Context: an optimization exercise on an open-source flow, tuned for small area and a short achievable clock period. The choices shown serve that exercise and are no tape-out recipe.
Only simulation tests tie the RTL to the original design; equivalence was not proved.

[flow/run.sh]
#!/bin/bash
# synth_recipe.tcl (not shown) runs the flow's synth.tcl, then flattens the netlist and writes it again
# the make line also repeats each setting of config.mk as NAME=value (left out here)
make -C /OpenROAD-flow-scripts/flow DESIGN_CONFIG=/design/flow/config.mk WORK_HOME=/design/flow/orfs CLKGATE_MAP_FILE= SYNTH_SCRIPT=/design/flow/synth_recipe.tcl finish
[flow/config.mk]
export PLATFORM = sky130hd
export DESIGN_NAME = CS
export DESIGN_NICKNAME = CS
export VERILOG_FILES = /design/flow/design.v
export SDC_FILE = /design/flow/constraint.sdc
export NUM_CORES = 4
export LEC_CHECK = 0
export CAP_MARGIN = 20
export CORE_MARGIN = 2
export CORE_UTILIZATION = 40
export SLEW_MARGIN = 20
export SYNTH_HIERARCHICAL = 1
export SYNTH_MINIMUM_KEEP_SIZE = 0
[flow/constraint.sdc]
create_clock -name core_clock -period 23.0 [get_ports {clk}]
set_input_delay 4.6000 -clock core_clock [delete_from_list [all_inputs] [get_ports {clk}]]
set_output_delay 4.6000 -clock core_clock [all_outputs]
set_load 0.01 [all_outputs]
[flow/design.v]
`timescale 1ns/10ps
module cs_fa(input a, input b, input c, output s, output co);
  assign s = a ^ b ^ c;
  assign co = (a & b) | (a & c) | (b & c);
endmodule
module cs_ha(input a, input b, output s, output co);
  assign s = a ^ b;
  assign co = a & b;
endmodule
module cs_hb(input a, input b, output s, output co);
  assign s = ~(a ^ b);
  assign co = a | b;
endmodule
module cs_xor(input a, input b, output y);
  assign y = a ^ b;
endmodule
module cs_xnor(input a, input b, output y);
  assign y = ~(a ^ b);
endmodule
module cs_maj(input a, input b, input c, output y);
  assign y = (a & b) | (a & c) | (b & c);
endmodule
module cs_and(input a, input b, output y);
  assign y = a & b;
endmodule
module cs_or(input a, input b, output y);
  assign y = a | b;
endmodule
module cs_inv(input a, output y);
  assign y = ~a;
endmodule
module cs_nand(input a, input b, output y);
  assign y = ~(a & b);
endmodule
module cs_orn(input a, input b, output y);
  assign y = a | ~b;
endmodule
module cs_o21a(input a, input b, input c, output y);
  assign y = (a | b) & c;
endmodule
module cs_nand3(input a, input b, input c, output y);
  assign y = ~(a & b & c);
endmodule
module cs_nor3(input a, input b, input c, output y);
  assign y = ~(a | b | c);
endmodule
module cs_or3(input a, input b, input c, output y);
  assign y = a | b | c;
endmodule
module cs_and9(input [8:0] a, output y, output ny);
  assign y = &a;
  assign ny = ~(&a);
endmodule
module cs_mux(input s, input a, input b, output y);
  assign y = s ? b : a;
endmodule
module cs_ge(input [4:0] h, output g1, output g2);
  assign g1 = h[4] | (h[3] & (h[2] | h[1] | h[0]));
  assign g2 = h[4] & (h[3] | h[2] | h[1]);
endmodule
module cs_add8(input [7:0] a, input [7:0] b, output [7:0] s);
  assign s = a + b;
endmodule
module cs_add13(input [12:0] a, input [12:0] b, output [12:0] s);
  assign s = a + b;
endmodule
module CS(Y, X, reset, clk);
input clk, reset;
input [7:0] X;
output reg [9:0] Y;
reg [3:0] count;                  
reg [7:0] w0, w1, w2, w3, w4, w5, w6, w7, w8;    
reg [7:0] q;                      
reg [3:0] r;                      
wire full = (count == 4'd9);
wire en = full & ~reset;
wire [7:0] qn;
wire [3:0] rn;
wire [9:0] Yd;
always @(posedge clk) begin
  w0 <= X; w1 <= w0; w2 <= w1; w3 <= w2; w4 <= w3;
  w5 <= w4; w6 <= w5; w7 <= w6; w8 <= w7;
end
always @(posedge clk) begin
  if (reset) count <= 4'd0;
  else if (!full) count <= count + 4'd1;
end
always @(posedge clk) begin
  if (reset) begin q <= 8'd0; r <= 4'd0; end
  else begin q <= qn; r <= rn; end
end
always @(posedge clk) Y <= Yd;
wire n1, n2, n3, n4, n5, n6, n7, n8, n9, n10, n11, n12, n13, n14, n15, n16, n17, n18, n19, n20, n21, n22, n23, n24, n25, n26, n27, n28, n29, n30, n31, n32, n33, n34, n35, n36, n37, n38, n39, n40, n41, n42, n43, n44, n45, n46, n47, n48, n49, n50, n51, n52, n53, n54, n55, n56, n57, n58, n59, n60, n61, n62, n63, n64, n65, n66, n67, n68, n69, n70, n71, n72, n73, n74, n75, n76, n77, n78, n79, n80, n81, n82, n83, n84, n85, n86, n87, n88, n89, n90, n91, n92, n93, n94, n95, n96, n97, n98, n99, n100, n101, n102, n103, n104, n105, n106, n107, n108, n109, n110, n111, n112, n113, n114, n115, n116, n117, n118, n119, n120, n121, n122, n123, n124, n125, n126, n127, n128, n129, n130, n131, n132, n133, n134, n135, n136, n137, n138, n139, n140, n141, n142, n143, n144, n145, n146, n147, n148, n149, n150, n151, n152, n153, n154, n155, n156, n157, n158, n159, n160, n161, n162, n163, n164, n165, n166, n167, n168, n169, n170, n171, n172, n173, n174, n175, n176, n177, n178, n179, n180, n181, n182, n183, n184, n185, n186, n187, n188, n189, n190, n191, n192, n193, n194, n195, n196, n197, n198, n199, n200, n201, n202, n203, n204, n205, n206, n207, n208, n209, n210, n211, n212, n213, n214, n215, n216, n217, n218, n219, n220, n221, n222, n223, n224, n225, n226, n227, n228, n229, n230, n231, n232, n233, n234, n235, n236, n237, n238, n239, n240, n241, n242, n243, n244, n245, n246, n247, n248, n249, n250, n251, n252, n253, n254, n255, n256, n257, n258, n259, n260, n261, n262, n263, n264, n265, n266, n267, n268, n269, n270, n271, n272, n273, n274, n275, n276, n277, n278, n279, n280, n281, n282, n283, n284, n285, n286, n287, n288, n289, n290, n291, n292, n293, n294, n295, n296, n297, n298, n299, n300, n301, n302, n303, n304, n305, n306, n307, n308, n309, n310, n311, n312, n313, n314, n315, n316, n317, n318, n319, n320, n321, n322, n323, n324, n325, n326, n327, n328, n329, n330, n331, n332, n333, n334, n335, n336, n337, n338, n339, n340, n341, n342, n343, n344, n345, n346, n347, n348, n349, n350, n351, n352, n353, n354, n355, n356, n357, n358, n359, n360, n361, n362, n363, n364, n365, n366, n367, n368, n369, n370, n371, n372, n373, n374, n375, n376, n377, n378, n379, n380, n381, n382, n383, n384, n385, n386, n387, n388, n389, n390, n391, n392, n393, n394, n395, n396, n397, n398, n399, n400, n401, n402, n403, n404, n405, n406, n407, n408, n409, n410, n411, n412, n413, n414, n415, n416, n417, n418, n419, n420, n421, n422, n423, n424, n425, n426, n427, n428, n429, n430, n431, n432, n433, n434, n435, n436, n437, n438, n439, n440, n441, n442, n443, n444, n445, n446, n447, n448, n449, n450, n451, n452, n453, n454, n455, n456, n457, n458, n459, n460, n461, n462, n463, n464, n465, n466, n467, n468, n469, n470, n471, n472, n473, n474, n475, n476, n477, n478, n479, n480, n481, n482, n483, n484, n485;
cs_and u0 (.a(w8[0]), .b(full), .y(n1));
cs_and u1 (.a(w8[1]), .b(full), .y(n2));
cs_and u2 (.a(w8[2]), .b(full), .y(n3));
cs_and u3 (.a(w8[3]), .b(full), .y(n4));
cs_and u4 (.a(w8[4]), .b(full), .y(n5));
cs_and u5 (.a(w8[5]), .b(full), .y(n6));
cs_and u6 (.a(w8[6]), .b(full), .y(n7));
cs_and u7 (.a(w8[7]), .b(full), .y(n8));
cs_inv u8 (.a(n1), .y(n9));
cs_inv u9 (.a(n2), .y(n10));
cs_inv u10 (.a(n3), .y(n11));
cs_inv u11 (.a(n7), .y(n12));
cs_inv u12 (.a(n8), .y(n13));
cs_inv u13 (.a(r[0]), .y(n14));
cs_fa u14 (.a(n14), .b(n4), .c(n9), .s(n15), .co(n16));
cs_fa u15 (.a(r[1]), .b(r[0]), .c(n5), .s(n17), .co(n18));
cs_fa u16 (.a(n10), .b(n13), .c(n17), .s(n19), .co(n20));
cs_fa u17 (.a(r[2]), .b(n6), .c(n11), .s(n21), .co(n22));
cs_fa u18 (.a(n18), .b(n21), .c(n20), .s(n23), .co(n24));
cs_fa u19 (.a(r[3]), .b(n22), .c(n24), .s(n25), .co(n26));
cs_ha u20 (.a(n12), .b(n15), .s(n27), .co(n28));
cs_fa u21 (.a(n16), .b(n19), .c(n28), .s(n29), .co(n30));
cs_ha u22 (.a(n23), .b(n30), .s(n31), .co(n32));
cs_ha u23 (.a(n25), .b(n32), .s(n33), .co(n34));
cs_xor u24 (.a(n26), .b(n34), .y(n35));
cs_ge u25 (.h({n35, n33, n31, n29, n27}), .g1(n36), .g2(n37));
cs_fa u26 (.a(n27), .b(n36), .c(n37), .s(n38), .co(n39));
cs_fa u27 (.a(n29), .b(n36), .c(n37), .s(n40), .co(n41));
cs_fa u28 (.a(n31), .b(n36), .c(n37), .s(n42), .co(n43));
cs_ha u29 (.a(n39), .b(n40), .s(n44), .co(n45));
cs_fa u30 (.a(n41), .b(n42), .c(n45), .s(n46), .co(n47));
cs_fa u31 (.a(n33), .b(n43), .c(n47), .s(n48), .co(n49));
cs_inv u32 (.a(X[3]), .y(n50));
cs_inv u33 (.a(X[4]), .y(n51));
cs_inv u34 (.a(X[5]), .y(n52));
cs_fa u35 (.a(n38), .b(X[0]), .c(X[6]), .s(n53), .co(n54));
cs_fa u36 (.a(X[1]), .b(X[7]), .c(n51), .s(n55), .co(n56));
cs_fa u37 (.a(n44), .b(n54), .c(n55), .s(n57), .co(n58));
cs_fa u38 (.a(X[2]), .b(n52), .c(n56), .s(n59), .co(n60));
cs_fa u39 (.a(n46), .b(n58), .c(n59), .s(n61), .co(n62));
cs_fa u40 (.a(n60), .b(n48), .c(n62), .s(n63), .co(n64));
cs_ha u41 (.a(n50), .b(n53), .s(n65), .co(n66));
cs_ha u42 (.a(n57), .b(n66), .s(n67), .co(n68));
cs_ha u43 (.a(n61), .b(n68), .s(n69), .co(n70));
cs_ha u44 (.a(n63), .b(n70), .s(n71), .co(n72));
cs_xor u45 (.a(n64), .b(n72), .y(n73));
cs_ge u46 (.h({n73, n71, n69, n67, n65}), .g1(n74), .g2(n75));
cs_fa u47 (.a(n65), .b(n74), .c(n75), .s(n76), .co(n77));
cs_fa u48 (.a(n67), .b(n74), .c(n75), .s(n78), .co(n79));
cs_fa u49 (.a(n69), .b(n74), .c(n75), .s(n80), .co(n81));
cs_ha u50 (.a(n77), .b(n78), .s(n82), .co(n83));
cs_fa u51 (.a(n79), .b(n80), .c(n83), .s(n84), .co(n85));
cs_fa u52 (.a(n71), .b(n81), .c(n85), .s(n86), .co(n87));
cs_inv u53 (.a(n4), .y(n88));
cs_inv u54 (.a(n5), .y(n89));
cs_inv u55 (.a(n6), .y(n90));
cs_inv u56 (.a(q[1]), .y(n91));
cs_inv u57 (.a(q[5]), .y(n92));
cs_inv u58 (.a(q[6]), .y(n93));
cs_inv u59 (.a(q[7]), .y(n94));
cs_fa u60 (.a(q[0]), .b(n88), .c(n12), .s(n95), .co(n96));
cs_ha u61 (.a(n36), .b(n37), .s(n97), .co(n98));
cs_fa u62 (.a(n91), .b(n89), .c(n12), .s(n99), .co(n100));
cs_ha u63 (.a(n13), .b(X[4]), .s(n101), .co(n102));
cs_fa u64 (.a(q[2]), .b(q[1]), .c(n90), .s(n103), .co(n104));
cs_fa u65 (.a(n12), .b(n13), .c(X[5]), .s(n105), .co(n106));
cs_fa u66 (.a(n95), .b(n97), .c(X[3]), .s(n107), .co(n108));
cs_fa u67 (.a(n99), .b(n96), .c(n98), .s(n109), .co(n110));
cs_ha u68 (.a(X[6]), .b(X[7]), .s(n111), .co(n112));
cs_fa u69 (.a(n103), .b(n100), .c(X[6]), .s(n113), .co(n114));
cs_fa u70 (.a(X[7]), .b(n102), .c(n105), .s(n115), .co(n116));
cs_fa u71 (.a(q[3]), .b(n13), .c(n104), .s(n117), .co(n118));
cs_ha u72 (.a(X[7]), .b(n106), .s(n119), .co(n120));
cs_ha u73 (.a(X[6]), .b(n107), .s(n121), .co(n122));
cs_fa u74 (.a(n109), .b(n101), .c(n111), .s(n123), .co(n124));
cs_fa u75 (.a(n110), .b(n112), .c(n113), .s(n125), .co(n126));
cs_fa u76 (.a(n117), .b(n114), .c(n119), .s(n127), .co(n128));
cs_ha u77 (.a(q[4]), .b(n118), .s(n129), .co(n130));
cs_ha u78 (.a(n121), .b(n74), .s(n131), .co(n132));
cs_fa u79 (.a(n108), .b(n123), .c(n122), .s(n133), .co(n134));
cs_fa u80 (.a(n124), .b(n115), .c(n125), .s(n135), .co(n136));
cs_fa u81 (.a(n116), .b(n126), .c(n127), .s(n137), .co(n138));
cs_fa u82 (.a(n129), .b(n120), .c(n128), .s(n139), .co(n140));
cs_ha u83 (.a(n92), .b(n130), .s(n141), .co(n142));
cs_ha u84 (.a(q[5]), .b(n93), .s(n143), .co(n144));
cs_ha u85 (.a(q[6]), .b(n94), .s(n145), .co(n146));
cs_add8 u86 (.a({n145, n143, n141, n139, n137, n135, n133, n75}), .b({n144, n142, n140, n138, n136, n134, n132, n131}), .s({n154, n153, n152, n151, n150, n149, n148, n147}));
cs_inv u87 (.a(q[0]), .y(n155));
cs_inv u88 (.a(q[2]), .y(n156));
cs_inv u89 (.a(q[3]), .y(n157));
cs_inv u90 (.a(q[4]), .y(n158));
cs_and u91 (.a(w0[0]), .b(n155), .y(n159));
cs_maj u92 (.a(w0[1]), .b(n91), .c(n159), .y(n160));
cs_maj u93 (.a(w0[2]), .b(n156), .c(n160), .y(n161));
cs_maj u94 (.a(w0[3]), .b(n157), .c(n161), .y(n162));
cs_maj u95 (.a(w0[4]), .b(n158), .c(n162), .y(n163));
cs_maj u96 (.a(w0[5]), .b(n92), .c(n163), .y(n164));
cs_maj u97 (.a(w0[6]), .b(n93), .c(n164), .y(n165));
cs_maj u98 (.a(w0[7]), .b(n94), .c(n165), .y(n166));
cs_and u99 (.a(w1[0]), .b(n155), .y(n167));
cs_maj u100 (.a(w1[1]), .b(n91), .c(n167), .y(n168));
cs_maj u101 (.a(w1[2]), .b(n156), .c(n168), .y(n169));
cs_maj u102 (.a(w1[3]), .b(n157), .c(n169), .y(n170));
cs_maj u103 (.a(w1[4]), .b(n158), .c(n170), .y(n171));
cs_maj u104 (.a(w1[5]), .b(n92), .c(n171), .y(n172));
cs_maj u105 (.a(w1[6]), .b(n93), .c(n172), .y(n173));
cs_maj u106 (.a(w1[7]), .b(n94), .c(n173), .y(n174));
cs_and u107 (.a(w2[0]), .b(n155), .y(n175));
cs_maj u108 (.a(w2[1]), .b(n91), .c(n175), .y(n176));
cs_maj u109 (.a(w2[2]), .b(n156), .c(n176), .y(n177));
cs_maj u110 (.a(w2[3]), .b(n157), .c(n177), .y(n178));
cs_maj u111 (.a(w2[4]), .b(n158), .c(n178), .y(n179));
cs_maj u112 (.a(w2[5]), .b(n92), .c(n179), .y(n180));
cs_maj u113 (.a(w2[6]), .b(n93), .c(n180), .y(n181));
cs_maj u114 (.a(w2[7]), .b(n94), .c(n181), .y(n182));
cs_and u115 (.a(w3[0]), .b(n155), .y(n183));
cs_maj u116 (.a(w3[1]), .b(n91), .c(n183), .y(n184));
cs_maj u117 (.a(w3[2]), .b(n156), .c(n184), .y(n185));
cs_maj u118 (.a(w3[3]), .b(n157), .c(n185), .y(n186));
cs_maj u119 (.a(w3[4]), .b(n158), .c(n186), .y(n187));
cs_maj u120 (.a(w3[5]), .b(n92), .c(n187), .y(n188));
cs_maj u121 (.a(w3[6]), .b(n93), .c(n188), .y(n189));
cs_maj u122 (.a(w3[7]), .b(n94), .c(n189), .y(n190));
cs_and u123 (.a(w4[0]), .b(n155), .y(n191));
cs_maj u124 (.a(w4[1]), .b(n91), .c(n191), .y(n192));
cs_maj u125 (.a(w4[2]), .b(n156), .c(n192), .y(n193));
cs_maj u126 (.a(w4[3]), .b(n157), .c(n193), .y(n194));
cs_maj u127 (.a(w4[4]), .b(n158), .c(n194), .y(n195));
cs_maj u128 (.a(w4[5]), .b(n92), .c(n195), .y(n196));
cs_maj u129 (.a(w4[6]), .b(n93), .c(n196), .y(n197));
cs_maj u130 (.a(w4[7]), .b(n94), .c(n197), .y(n198));
cs_and u131 (.a(w5[0]), .b(n155), .y(n199));
cs_maj u132 (.a(w5[1]), .b(n91), .c(n199), .y(n200));
cs_maj u133 (.a(w5[2]), .b(n156), .c(n200), .y(n201));
cs_maj u134 (.a(w5[3]), .b(n157), .c(n201), .y(n202));
cs_maj u135 (.a(w5[4]), .b(n158), .c(n202), .y(n203));
cs_maj u136 (.a(w5[5]), .b(n92), .c(n203), .y(n204));
cs_maj u137 (.a(w5[6]), .b(n93), .c(n204), .y(n205));
cs_maj u138 (.a(w5[7]), .b(n94), .c(n205), .y(n206));
cs_and u139 (.a(w6[0]), .b(n155), .y(n207));
cs_maj u140 (.a(w6[1]), .b(n91), .c(n207), .y(n208));
cs_maj u141 (.a(w6[2]), .b(n156), .c(n208), .y(n209));
cs_maj u142 (.a(w6[3]), .b(n157), .c(n209), .y(n210));
cs_maj u143 (.a(w6[4]), .b(n158), .c(n210), .y(n211));
cs_maj u144 (.a(w6[5]), .b(n92), .c(n211), .y(n212));
cs_maj u145 (.a(w6[6]), .b(n93), .c(n212), .y(n213));
cs_maj u146 (.a(w6[7]), .b(n94), .c(n213), .y(n214));
cs_and u147 (.a(w7[0]), .b(n155), .y(n215));
cs_maj u148 (.a(w7[1]), .b(n91), .c(n215), .y(n216));
cs_maj u149 (.a(w7[2]), .b(n156), .c(n216), .y(n217));
cs_maj u150 (.a(w7[3]), .b(n157), .c(n217), .y(n218));
cs_maj u151 (.a(w7[4]), .b(n158), .c(n218), .y(n219));
cs_maj u152 (.a(w7[5]), .b(n92), .c(n219), .y(n220));
cs_maj u153 (.a(w7[6]), .b(n93), .c(n220), .y(n221));
cs_maj u154 (.a(w7[7]), .b(n94), .c(n221), .y(n222));
cs_and u155 (.a(w8[0]), .b(n155), .y(n223));
cs_maj u156 (.a(w8[1]), .b(n91), .c(n223), .y(n224));
cs_maj u157 (.a(w8[2]), .b(n156), .c(n224), .y(n225));
cs_maj u158 (.a(w8[3]), .b(n157), .c(n225), .y(n226));
cs_maj u159 (.a(w8[4]), .b(n158), .c(n226), .y(n227));
cs_maj u160 (.a(w8[5]), .b(n92), .c(n227), .y(n228));
cs_maj u161 (.a(w8[6]), .b(n93), .c(n228), .y(n229));
cs_maj u162 (.a(w8[7]), .b(n94), .c(n229), .y(n230));
cs_orn u163 (.a(n166), .b(w0[7]), .y(n231));
cs_orn u164 (.a(n174), .b(w1[7]), .y(n232));
cs_orn u165 (.a(n182), .b(w2[7]), .y(n233));
cs_orn u166 (.a(n190), .b(w3[7]), .y(n234));
cs_orn u167 (.a(n198), .b(w4[7]), .y(n235));
cs_orn u168 (.a(n206), .b(w5[7]), .y(n236));
cs_orn u169 (.a(n214), .b(w6[7]), .y(n237));
cs_orn u170 (.a(n222), .b(w7[7]), .y(n238));
cs_orn u171 (.a(n230), .b(w8[7]), .y(n239));
cs_nand3 u172 (.a(n231), .b(n232), .c(n233), .y(n240));
cs_nand3 u173 (.a(n234), .b(n235), .c(n236), .y(n241));
cs_nand3 u174 (.a(n237), .b(n238), .c(n239), .y(n242));
cs_nor3 u175 (.a(n240), .b(n241), .c(n242), .y(n243));
cs_or3 u176 (.a(n240), .b(n241), .c(n242), .y(n244));
cs_inv u177 (.a(n166), .y(n245));
cs_o21a u178 (.a(w0[7]), .b(n243), .c(n245), .y(n246));
cs_inv u179 (.a(n174), .y(n247));
cs_o21a u180 (.a(w1[7]), .b(n243), .c(n247), .y(n248));
cs_inv u181 (.a(n182), .y(n249));
cs_o21a u182 (.a(w2[7]), .b(n243), .c(n249), .y(n250));
cs_inv u183 (.a(n190), .y(n251));
cs_o21a u184 (.a(w3[7]), .b(n243), .c(n251), .y(n252));
cs_inv u185 (.a(n198), .y(n253));
cs_o21a u186 (.a(w4[7]), .b(n243), .c(n253), .y(n254));
cs_inv u187 (.a(n206), .y(n255));
cs_o21a u188 (.a(w5[7]), .b(n243), .c(n255), .y(n256));
cs_inv u189 (.a(n214), .y(n257));
cs_o21a u190 (.a(w6[7]), .b(n243), .c(n257), .y(n258));
cs_inv u191 (.a(n222), .y(n259));
cs_o21a u192 (.a(w7[7]), .b(n243), .c(n259), .y(n260));
cs_inv u193 (.a(n230), .y(n261));
cs_o21a u194 (.a(w8[7]), .b(n243), .c(n261), .y(n262));
cs_nand u195 (.a(n246), .b(w0[6]), .y(n263));
cs_nand u196 (.a(n248), .b(w1[6]), .y(n264));
cs_nand u197 (.a(n250), .b(w2[6]), .y(n265));
cs_nand u198 (.a(n252), .b(w3[6]), .y(n266));
cs_nand u199 (.a(n254), .b(w4[6]), .y(n267));
cs_nand u200 (.a(n256), .b(w5[6]), .y(n268));
cs_nand u201 (.a(n258), .b(w6[6]), .y(n269));
cs_nand u202 (.a(n260), .b(w7[6]), .y(n270));
cs_nand u203 (.a(n262), .b(w8[6]), .y(n271));
cs_nand3 u204 (.a(n263), .b(n264), .c(n265), .y(n272));
cs_nand3 u205 (.a(n266), .b(n267), .c(n268), .y(n273));
cs_nand3 u206 (.a(n269), .b(n270), .c(n271), .y(n274));
cs_nor3 u207 (.a(n272), .b(n273), .c(n274), .y(n275));
cs_or3 u208 (.a(n272), .b(n273), .c(n274), .y(n276));
cs_o21a u209 (.a(w0[6]), .b(n275), .c(n246), .y(n277));
cs_o21a u210 (.a(w1[6]), .b(n275), .c(n248), .y(n278));
cs_o21a u211 (.a(w2[6]), .b(n275), .c(n250), .y(n279));
cs_o21a u212 (.a(w3[6]), .b(n275), .c(n252), .y(n280));
cs_o21a u213 (.a(w4[6]), .b(n275), .c(n254), .y(n281));
cs_o21a u214 (.a(w5[6]), .b(n275), .c(n256), .y(n282));
cs_o21a u215 (.a(w6[6]), .b(n275), .c(n258), .y(n283));
cs_o21a u216 (.a(w7[6]), .b(n275), .c(n260), .y(n284));
cs_o21a u217 (.a(w8[6]), .b(n275), .c(n262), .y(n285));
cs_nand u218 (.a(n277), .b(w0[5]), .y(n286));
cs_nand u219 (.a(n278), .b(w1[5]), .y(n287));
cs_nand u220 (.a(n279), .b(w2[5]), .y(n288));
cs_nand u221 (.a(n280), .b(w3[5]), .y(n289));
cs_nand u222 (.a(n281), .b(w4[5]), .y(n290));
cs_nand u223 (.a(n282), .b(w5[5]), .y(n291));
cs_nand u224 (.a(n283), .b(w6[5]), .y(n292));
cs_nand u225 (.a(n284), .b(w7[5]), .y(n293));
cs_nand u226 (.a(n285), .b(w8[5]), .y(n294));
cs_nand3 u227 (.a(n286), .b(n287), .c(n288), .y(n295));
cs_nand3 u228 (.a(n289), .b(n290), .c(n291), .y(n296));
cs_nand3 u229 (.a(n292), .b(n293), .c(n294), .y(n297));
cs_nor3 u230 (.a(n295), .b(n296), .c(n297), .y(n298));
cs_or3 u231 (.a(n295), .b(n296), .c(n297), .y(n299));
cs_o21a u232 (.a(w0[5]), .b(n298), .c(n277), .y(n300));
cs_o21a u233 (.a(w1[5]), .b(n298), .c(n278), .y(n301));
cs_o21a u234 (.a(w2[5]), .b(n298), .c(n279), .y(n302));
cs_o21a u235 (.a(w3[5]), .b(n298), .c(n280), .y(n303));
cs_o21a u236 (.a(w4[5]), .b(n298), .c(n281), .y(n304));
cs_o21a u237 (.a(w5[5]), .b(n298), .c(n282), .y(n305));
cs_o21a u238 (.a(w6[5]), .b(n298), .c(n283), .y(n306));
cs_o21a u239 (.a(w7[5]), .b(n298), .c(n284), .y(n307));
cs_o21a u240 (.a(w8[5]), .b(n298), .c(n285), .y(n308));
cs_nand u241 (.a(n300), .b(w0[4]), .y(n309));
cs_nand u242 (.a(n301), .b(w1[4]), .y(n310));
cs_nand u243 (.a(n302), .b(w2[4]), .y(n311));
cs_nand u244 (.a(n303), .b(w3[4]), .y(n312));
cs_nand u245 (.a(n304), .b(w4[4]), .y(n313));
cs_nand u246 (.a(n305), .b(w5[4]), .y(n314));
cs_nand u247 (.a(n306), .b(w6[4]), .y(n315));
cs_nand u248 (.a(n307), .b(w7[4]), .y(n316));
cs_nand u249 (.a(n308), .b(w8[4]), .y(n317));
cs_nand3 u250 (.a(n309), .b(n310), .c(n311), .y(n318));
cs_nand3 u251 (.a(n312), .b(n313), .c(n314), .y(n319));
cs_nand3 u252 (.a(n315), .b(n316), .c(n317), .y(n320));
cs_nor3 u253 (.a(n318), .b(n319), .c(n320), .y(n321));
cs_or3 u254 (.a(n318), .b(n319), .c(n320), .y(n322));
cs_o21a u255 (.a(w0[4]), .b(n321), .c(n300), .y(n323));
cs_o21a u256 (.a(w1[4]), .b(n321), .c(n301), .y(n324));
cs_o21a u257 (.a(w2[4]), .b(n321), .c(n302), .y(n325));
cs_o21a u258 (.a(w3[4]), .b(n321), .c(n303), .y(n326));
cs_o21a u259 (.a(w4[4]), .b(n321), .c(n304), .y(n327));
cs_o21a u260 (.a(w5[4]), .b(n321), .c(n305), .y(n328));
cs_o21a u261 (.a(w6[4]), .b(n321), .c(n306), .y(n329));
cs_o21a u262 (.a(w7[4]), .b(n321), .c(n307), .y(n330));
cs_o21a u263 (.a(w8[4]), .b(n321), .c(n308), .y(n331));
cs_nand u264 (.a(n323), .b(w0[3]), .y(n332));
cs_nand u265 (.a(n324), .b(w1[3]), .y(n333));
cs_nand u266 (.a(n325), .b(w2[3]), .y(n334));
cs_nand u267 (.a(n326), .b(w3[3]), .y(n335));
cs_nand u268 (.a(n327), .b(w4[3]), .y(n336));
cs_nand u269 (.a(n328), .b(w5[3]), .y(n337));
cs_nand u270 (.a(n329), .b(w6[3]), .y(n338));
cs_nand u271 (.a(n330), .b(w7[3]), .y(n339));
cs_nand u272 (.a(n331), .b(w8[3]), .y(n340));
cs_nand3 u273 (.a(n332), .b(n333), .c(n334), .y(n341));
cs_nand3 u274 (.a(n335), .b(n336), .c(n337), .y(n342));
cs_nand3 u275 (.a(n338), .b(n339), .c(n340), .y(n343));
cs_nor3 u276 (.a(n341), .b(n342), .c(n343), .y(n344));
cs_or3 u277 (.a(n341), .b(n342), .c(n343), .y(n345));
cs_o21a u278 (.a(w0[3]), .b(n344), .c(n323), .y(n346));
cs_o21a u279 (.a(w1[3]), .b(n344), .c(n324), .y(n347));
cs_o21a u280 (.a(w2[3]), .b(n344), .c(n325), .y(n348));
cs_o21a u281 (.a(w3[3]), .b(n344), .c(n326), .y(n349));
cs_o21a u282 (.a(w4[3]), .b(n344), .c(n327), .y(n350));
cs_o21a u283 (.a(w5[3]), .b(n344), .c(n328), .y(n351));
cs_o21a u284 (.a(w6[3]), .b(n344), .c(n329), .y(n352));
cs_o21a u285 (.a(w7[3]), .b(n344), .c(n330), .y(n353));
cs_o21a u286 (.a(w8[3]), .b(n344), .c(n331), .y(n354));
cs_nand u287 (.a(n346), .b(w0[2]), .y(n355));
cs_nand u288 (.a(n347), .b(w1[2]), .y(n356));
cs_nand u289 (.a(n348), .b(w2[2]), .y(n357));
cs_nand u290 (.a(n349), .b(w3[2]), .y(n358));
cs_nand u291 (.a(n350), .b(w4[2]), .y(n359));
cs_nand u292 (.a(n351), .b(w5[2]), .y(n360));
cs_nand u293 (.a(n352), .b(w6[2]), .y(n361));
cs_nand u294 (.a(n353), .b(w7[2]), .y(n362));
cs_nand u295 (.a(n354), .b(w8[2]), .y(n363));
cs_nand3 u296 (.a(n355), .b(n356), .c(n357), .y(n364));
cs_nand3 u297 (.a(n358), .b(n359), .c(n360), .y(n365));
cs_nand3 u298 (.a(n361), .b(n362), .c(n363), .y(n366));
cs_nor3 u299 (.a(n364), .b(n365), .c(n366), .y(n367));
cs_or3 u300 (.a(n364), .b(n365), .c(n366), .y(n368));
cs_o21a u301 (.a(w0[2]), .b(n367), .c(n346), .y(n369));
cs_o21a u302 (.a(w1[2]), .b(n367), .c(n347), .y(n370));
cs_o21a u303 (.a(w2[2]), .b(n367), .c(n348), .y(n371));
cs_o21a u304 (.a(w3[2]), .b(n367), .c(n349), .y(n372));
cs_o21a u305 (.a(w4[2]), .b(n367), .c(n350), .y(n373));
cs_o21a u306 (.a(w5[2]), .b(n367), .c(n351), .y(n374));
cs_o21a u307 (.a(w6[2]), .b(n367), .c(n352), .y(n375));
cs_o21a u308 (.a(w7[2]), .b(n367), .c(n353), .y(n376));
cs_o21a u309 (.a(w8[2]), .b(n367), .c(n354), .y(n377));
cs_nand u310 (.a(n369), .b(w0[1]), .y(n378));
cs_nand u311 (.a(n370), .b(w1[1]), .y(n379));
cs_nand u312 (.a(n371), .b(w2[1]), .y(n380));
cs_nand u313 (.a(n372), .b(w3[1]), .y(n381));
cs_nand u314 (.a(n373), .b(w4[1]), .y(n382));
cs_nand u315 (.a(n374), .b(w5[1]), .y(n383));
cs_nand u316 (.a(n375), .b(w6[1]), .y(n384));
cs_nand u317 (.a(n376), .b(w7[1]), .y(n385));
cs_nand u318 (.a(n377), .b(w8[1]), .y(n386));
cs_nand3 u319 (.a(n378), .b(n379), .c(n380), .y(n387));
cs_nand3 u320 (.a(n381), .b(n382), .c(n383), .y(n388));
cs_nand3 u321 (.a(n384), .b(n385), .c(n386), .y(n389));
cs_nor3 u322 (.a(n387), .b(n388), .c(n389), .y(n390));
cs_or3 u323 (.a(n387), .b(n388), .c(n389), .y(n391));
cs_o21a u324 (.a(w0[1]), .b(n390), .c(n369), .y(n392));
cs_o21a u325 (.a(w1[1]), .b(n390), .c(n370), .y(n393));
cs_o21a u326 (.a(w2[1]), .b(n390), .c(n371), .y(n394));
cs_o21a u327 (.a(w3[1]), .b(n390), .c(n372), .y(n395));
cs_o21a u328 (.a(w4[1]), .b(n390), .c(n373), .y(n396));
cs_o21a u329 (.a(w5[1]), .b(n390), .c(n374), .y(n397));
cs_o21a u330 (.a(w6[1]), .b(n390), .c(n375), .y(n398));
cs_o21a u331 (.a(w7[1]), .b(n390), .c(n376), .y(n399));
cs_o21a u332 (.a(w8[1]), .b(n390), .c(n377), .y(n400));
cs_nand u333 (.a(n392), .b(w0[0]), .y(n401));
cs_nand u334 (.a(n393), .b(w1[0]), .y(n402));
cs_nand u335 (.a(n394), .b(w2[0]), .y(n403));
cs_nand u336 (.a(n395), .b(w3[0]), .y(n404));
cs_nand u337 (.a(n396), .b(w4[0]), .y(n405));
cs_nand u338 (.a(n397), .b(w5[0]), .y(n406));
cs_nand u339 (.a(n398), .b(w6[0]), .y(n407));
cs_nand u340 (.a(n399), .b(w7[0]), .y(n408));
cs_nand u341 (.a(n400), .b(w8[0]), .y(n409));
cs_nand3 u342 (.a(n401), .b(n402), .c(n403), .y(n410));
cs_nand3 u343 (.a(n404), .b(n405), .c(n406), .y(n411));
cs_nand3 u344 (.a(n407), .b(n408), .c(n409), .y(n412));
cs_nor3 u345 (.a(n410), .b(n411), .c(n412), .y(n413));
cs_or3 u346 (.a(n410), .b(n411), .c(n412), .y(n414));
cs_fa u347 (.a(q[0]), .b(q[3]), .c(r[3]), .s(n415), .co(n416));
cs_fa u348 (.a(q[1]), .b(q[4]), .c(n416), .s(n417), .co(n418));
cs_fa u349 (.a(q[2]), .b(q[5]), .c(n418), .s(n419), .co(n420));
cs_fa u350 (.a(q[3]), .b(q[6]), .c(n420), .s(n421), .co(n422));
cs_fa u351 (.a(q[4]), .b(q[7]), .c(n422), .s(n423), .co(n424));
cs_ha u352 (.a(q[0]), .b(r[0]), .s(n425), .co(n426));
cs_fa u353 (.a(q[1]), .b(r[1]), .c(n426), .s(n427), .co(n428));
cs_fa u354 (.a(q[2]), .b(r[2]), .c(n428), .s(n429), .co(n430));
cs_ha u355 (.a(n415), .b(n430), .s(n431), .co(n432));
cs_ha u356 (.a(n417), .b(n432), .s(n433), .co(n434));
cs_ha u357 (.a(n419), .b(n434), .s(n435), .co(n436));
cs_ha u358 (.a(n421), .b(n436), .s(n437), .co(n438));
cs_ha u359 (.a(n423), .b(n438), .s(n439), .co(n440));
cs_fa u360 (.a(q[5]), .b(n424), .c(n440), .s(n441), .co(n442));
cs_ha u361 (.a(q[6]), .b(n442), .s(n443), .co(n444));
cs_ha u362 (.a(q[7]), .b(n444), .s(n445), .co(n446));
cs_ha u363 (.a(n431), .b(n345), .s(n447), .co(n448));
cs_fa u364 (.a(n433), .b(n322), .c(n391), .s(n449), .co(n450));
cs_fa u365 (.a(n435), .b(n299), .c(n368), .s(n451), .co(n452));
cs_fa u366 (.a(n437), .b(n276), .c(n345), .s(n453), .co(n454));
cs_fa u367 (.a(n439), .b(n244), .c(n322), .s(n455), .co(n456));
cs_ha u368 (.a(n441), .b(n299), .s(n457), .co(n458));
cs_ha u369 (.a(n443), .b(n276), .s(n459), .co(n460));
cs_ha u370 (.a(n244), .b(n445), .s(n461), .co(n462));
cs_add13 u371 (.a({1'b0, n446, n461, n459, n457, n455, n453, n451, n449, n414, n429, n427, n425}), .b({1'b0, n462, n460, n458, n456, n454, n452, n450, n448, n447, n368, n391, n414}), .s({n475, n474, n473, n472, n471, n470, n469, n468, n467, n466, n465, n464, n463}));
cs_and u372 (.a(n466), .b(en), .y(n476));
cs_and u373 (.a(n467), .b(en), .y(n477));
cs_and u374 (.a(n468), .b(en), .y(n478));
cs_and u375 (.a(n469), .b(en), .y(n479));
cs_and u376 (.a(n470), .b(en), .y(n480));
cs_and u377 (.a(n471), .b(en), .y(n481));
cs_and u378 (.a(n472), .b(en), .y(n482));
cs_and u379 (.a(n473), .b(en), .y(n483));
cs_and u380 (.a(n474), .b(en), .y(n484));
cs_and u381 (.a(n475), .b(en), .y(n485));
assign qn[0] = n147;
assign qn[1] = n148;
assign qn[2] = n149;
assign qn[3] = n150;
assign qn[4] = n151;
assign qn[5] = n152;
assign qn[6] = n153;
assign qn[7] = n154;
assign rn[0] = n76;
assign rn[1] = n82;
assign rn[2] = n84;
assign rn[3] = n86;
assign Yd[0] = n476;
assign Yd[1] = n477;
assign Yd[2] = n478;
assign Yd[3] = n479;
assign Yd[4] = n480;
assign Yd[5] = n481;
assign Yd[6] = n482;
assign Yd[7] = n483;
assign Yd[8] = n484;
assign Yd[9] = n485;
endmodule
==> out/metrics.csv <==
stage;metric;value;unit
outcome;status;no timing/DRC/antenna violations;
global_routing;global route overflow;0;
layout;post-route cell area;7267;sq um
clocking;cts hold-fix bufs;0;
clocking;CTS clk-pin slew, worst paths;70;ps
route;starting DRC count in detailed routing;231;
route;Routed WL per cell;16.11;microns
place;Cells after DPL;861;
timing;Setup Skew;10.13;ps
timing;f_max;96.17;MHz
floorplanning;die area;17350;sq um
global_routing;initial antenna violation count;0;
worst_setup_path;Setup crit start;q[0];
route;Detail Route Antenna Nets;0;
global_routing;vias in the first global route;4656;
place;input/output buffers;19;
job;max capacitance violation total;0;
clocking;total CTS buffers;9;
clocking;Num Clock Sinks;98;
floorplanning;Top Ports;20;
worst_setup_path;delay-heaviest family, CP;simple AND/OR/NAND/NOR gates;
clocking;CTS tree;done;
layout;fin nets;771;
floorplanning;Core Box Area;15890;sq um
global_routing;largest net degree at the start of global routing;18;
layout;Layout fillers;1526;
place;DP HPWL;11.91;mm
route;Detailed Route WL;14.13;mm
route;vias;4569;
clocking;clk latency of the worst-skew pair;360;ps
timing;WHS;379.0;ps
worst_setup_path;Crit Path Max Fanout;9;
worst_setup_path;cell mode on critical path;nand3_1;
layout;Layout area overhead;11.39;%
global_routing;GRT Total Usage;17.21;%
logic_synthesis;synthesized instance count;626;
worst_setup_path;crit path DAT;10650;ps
floorplanning;Site Rows;46;
min_path;HP Start;w7[0];
floorplanning;Die Width;131.7;microns
min_path;Hold Path Class;reg2reg;
timing;min Tclk post-route;10400;ps
timing;Worst Tran Pin Value;633.9;ps
global_routing;first-pass GRT wire length;23.80;mm
layout;fin cells;877;
route;DRC;0;
timing;RSZ-0062 raised after global routing;false;
clocking;cts repair resizes;0;
clocking;setup bufs post-CTS;0;
worst_setup_path;Worst Setup Path Type;reg2reg;
timing;final setup fails;0;
logic_synthesis;synthesized area;6524;sq um
layout;Multi-input gate area;4419;sq um
layout;Reg with most FFs;Y;
worst_setup_path;crit end category;register;
timing;setup_tns;0;ps
worst_setup_path;startpoint types;register;
floorplanning;Die Y;131.7;microns
timing;final hold violations;0;
worst_setup_path;CP max stage cell;nor3_2;
route;routed vias/inst;5.210;
logic_synthesis;yosys warns;7;
layout;max FFs per register;10;
clocking;Root Buffer;clkbuf_16;
route;drt pass-1 iters;4;
worst_setup_path;Largest stage delay, worst path;490;ps
timing;fin crit share;45.21;%
place;routability-driven placement congestion ratio;0.9330;
clocking;# H-tree levels;3;
layout;Ant. Diodes;0;
floorplanning;initial core utilization;41.07;%
timing;Rel. slew slack;57.61;%
timing;Final Slew Violations;0;
worst_setup_path;CP Data Required Time;23250;ps
place;DP Area;6980;sq um
worst_setup_path;Bufs and invs on worst path;1;
worst_setup_path;FF-to-FF Start;q[0];
layout;Storage cell area;1962;sq um
logic_synthesis;synthesized area per cell;10.42;sq um
clocking;Clock Path Buffers;2;
layout;share of post-route cells with drive strength above 1;14.67;%
cell type report:
| cell class | instances | share of cell area (%) |
|---|---|---|
| Tap cell | 216 | 3.719 |
| Inverter | 37 | 1.911 |
| Clock inverter | 6 | 0.6543 |
| Sequential cell | 98 | 27.00 |
| Multi-Input combinational cell | 491 | 60.81 |
| Timing Repair Buffer | 19 | 2.617 |
| Clock buffer | 10 | 3.289 |
final timing paths:
path                 to  slack, ps  cells past startpoint
setup / recovery   Y[8]      12600                     47
hold / removal    w8[0]        380                      0
hold reg to reg   w8[0]        380                      0
setup reg to reg   Y[8]      12600                     47
layout by cell type, fill, tap and decap left out, types with 8 or more instances in the layout:
cell,instances
xnor2_1,10
maj3_2,63
xor2_1,8
clkdlybuf4s50_1,19
nand2b_1,11
nor2b_1,13
o21a_1,64
nor2_1,11
nand2_1,72
inv_1,37
nand3_1,27
a21oi_1,18
fa_1,53
ha_1,52
and2_1,27
clkbuf_16,9
or3_1,9
dfxtp_1,98
metrics by stage:
stage,utilization [%],setup slack (ps)
floorplan,-,14010
global placement,43.94,12870
detailed placement,43.94,12690
CTS,45.75,12680
global route,45.75,11710
finish,45.75,12600
layer usage:
layer	GRT usage (%)	part of all wire [%]	vias up
met5	0	0	-
met4	8.877	3.0	0
met3	2.392	3.1	28
met2	27.49	47	88
met1	22.80	47	2207
li1	-	-	2246

[separate check: timing with driven ports]
Ports are ideal in the flow. The routed layout listed here was re-timed in OpenROAD.
Step 1 assumes that a clkbuf_16 drives the clock port and a buf_2 every other input.
Step 2 moves the port delays by t, midway between the first and last clock arrival at a register: inputs arrive t later, outputs are due t later. That takes back most of the time a late clock gives input paths.
Three values: no drivers, after step 1, after step 2; two values: the first two.
t, ns: 0.391
setup WS [ns]: 12.602 / 12.602 / 12.602
worst setup path at the end: register to register
cell pins on the clock port's net: 1
After both steps this run still meets setup and hold. The setup slack of this run moves by 0.000 ns with the drivers and by 0.000 ns with both steps.
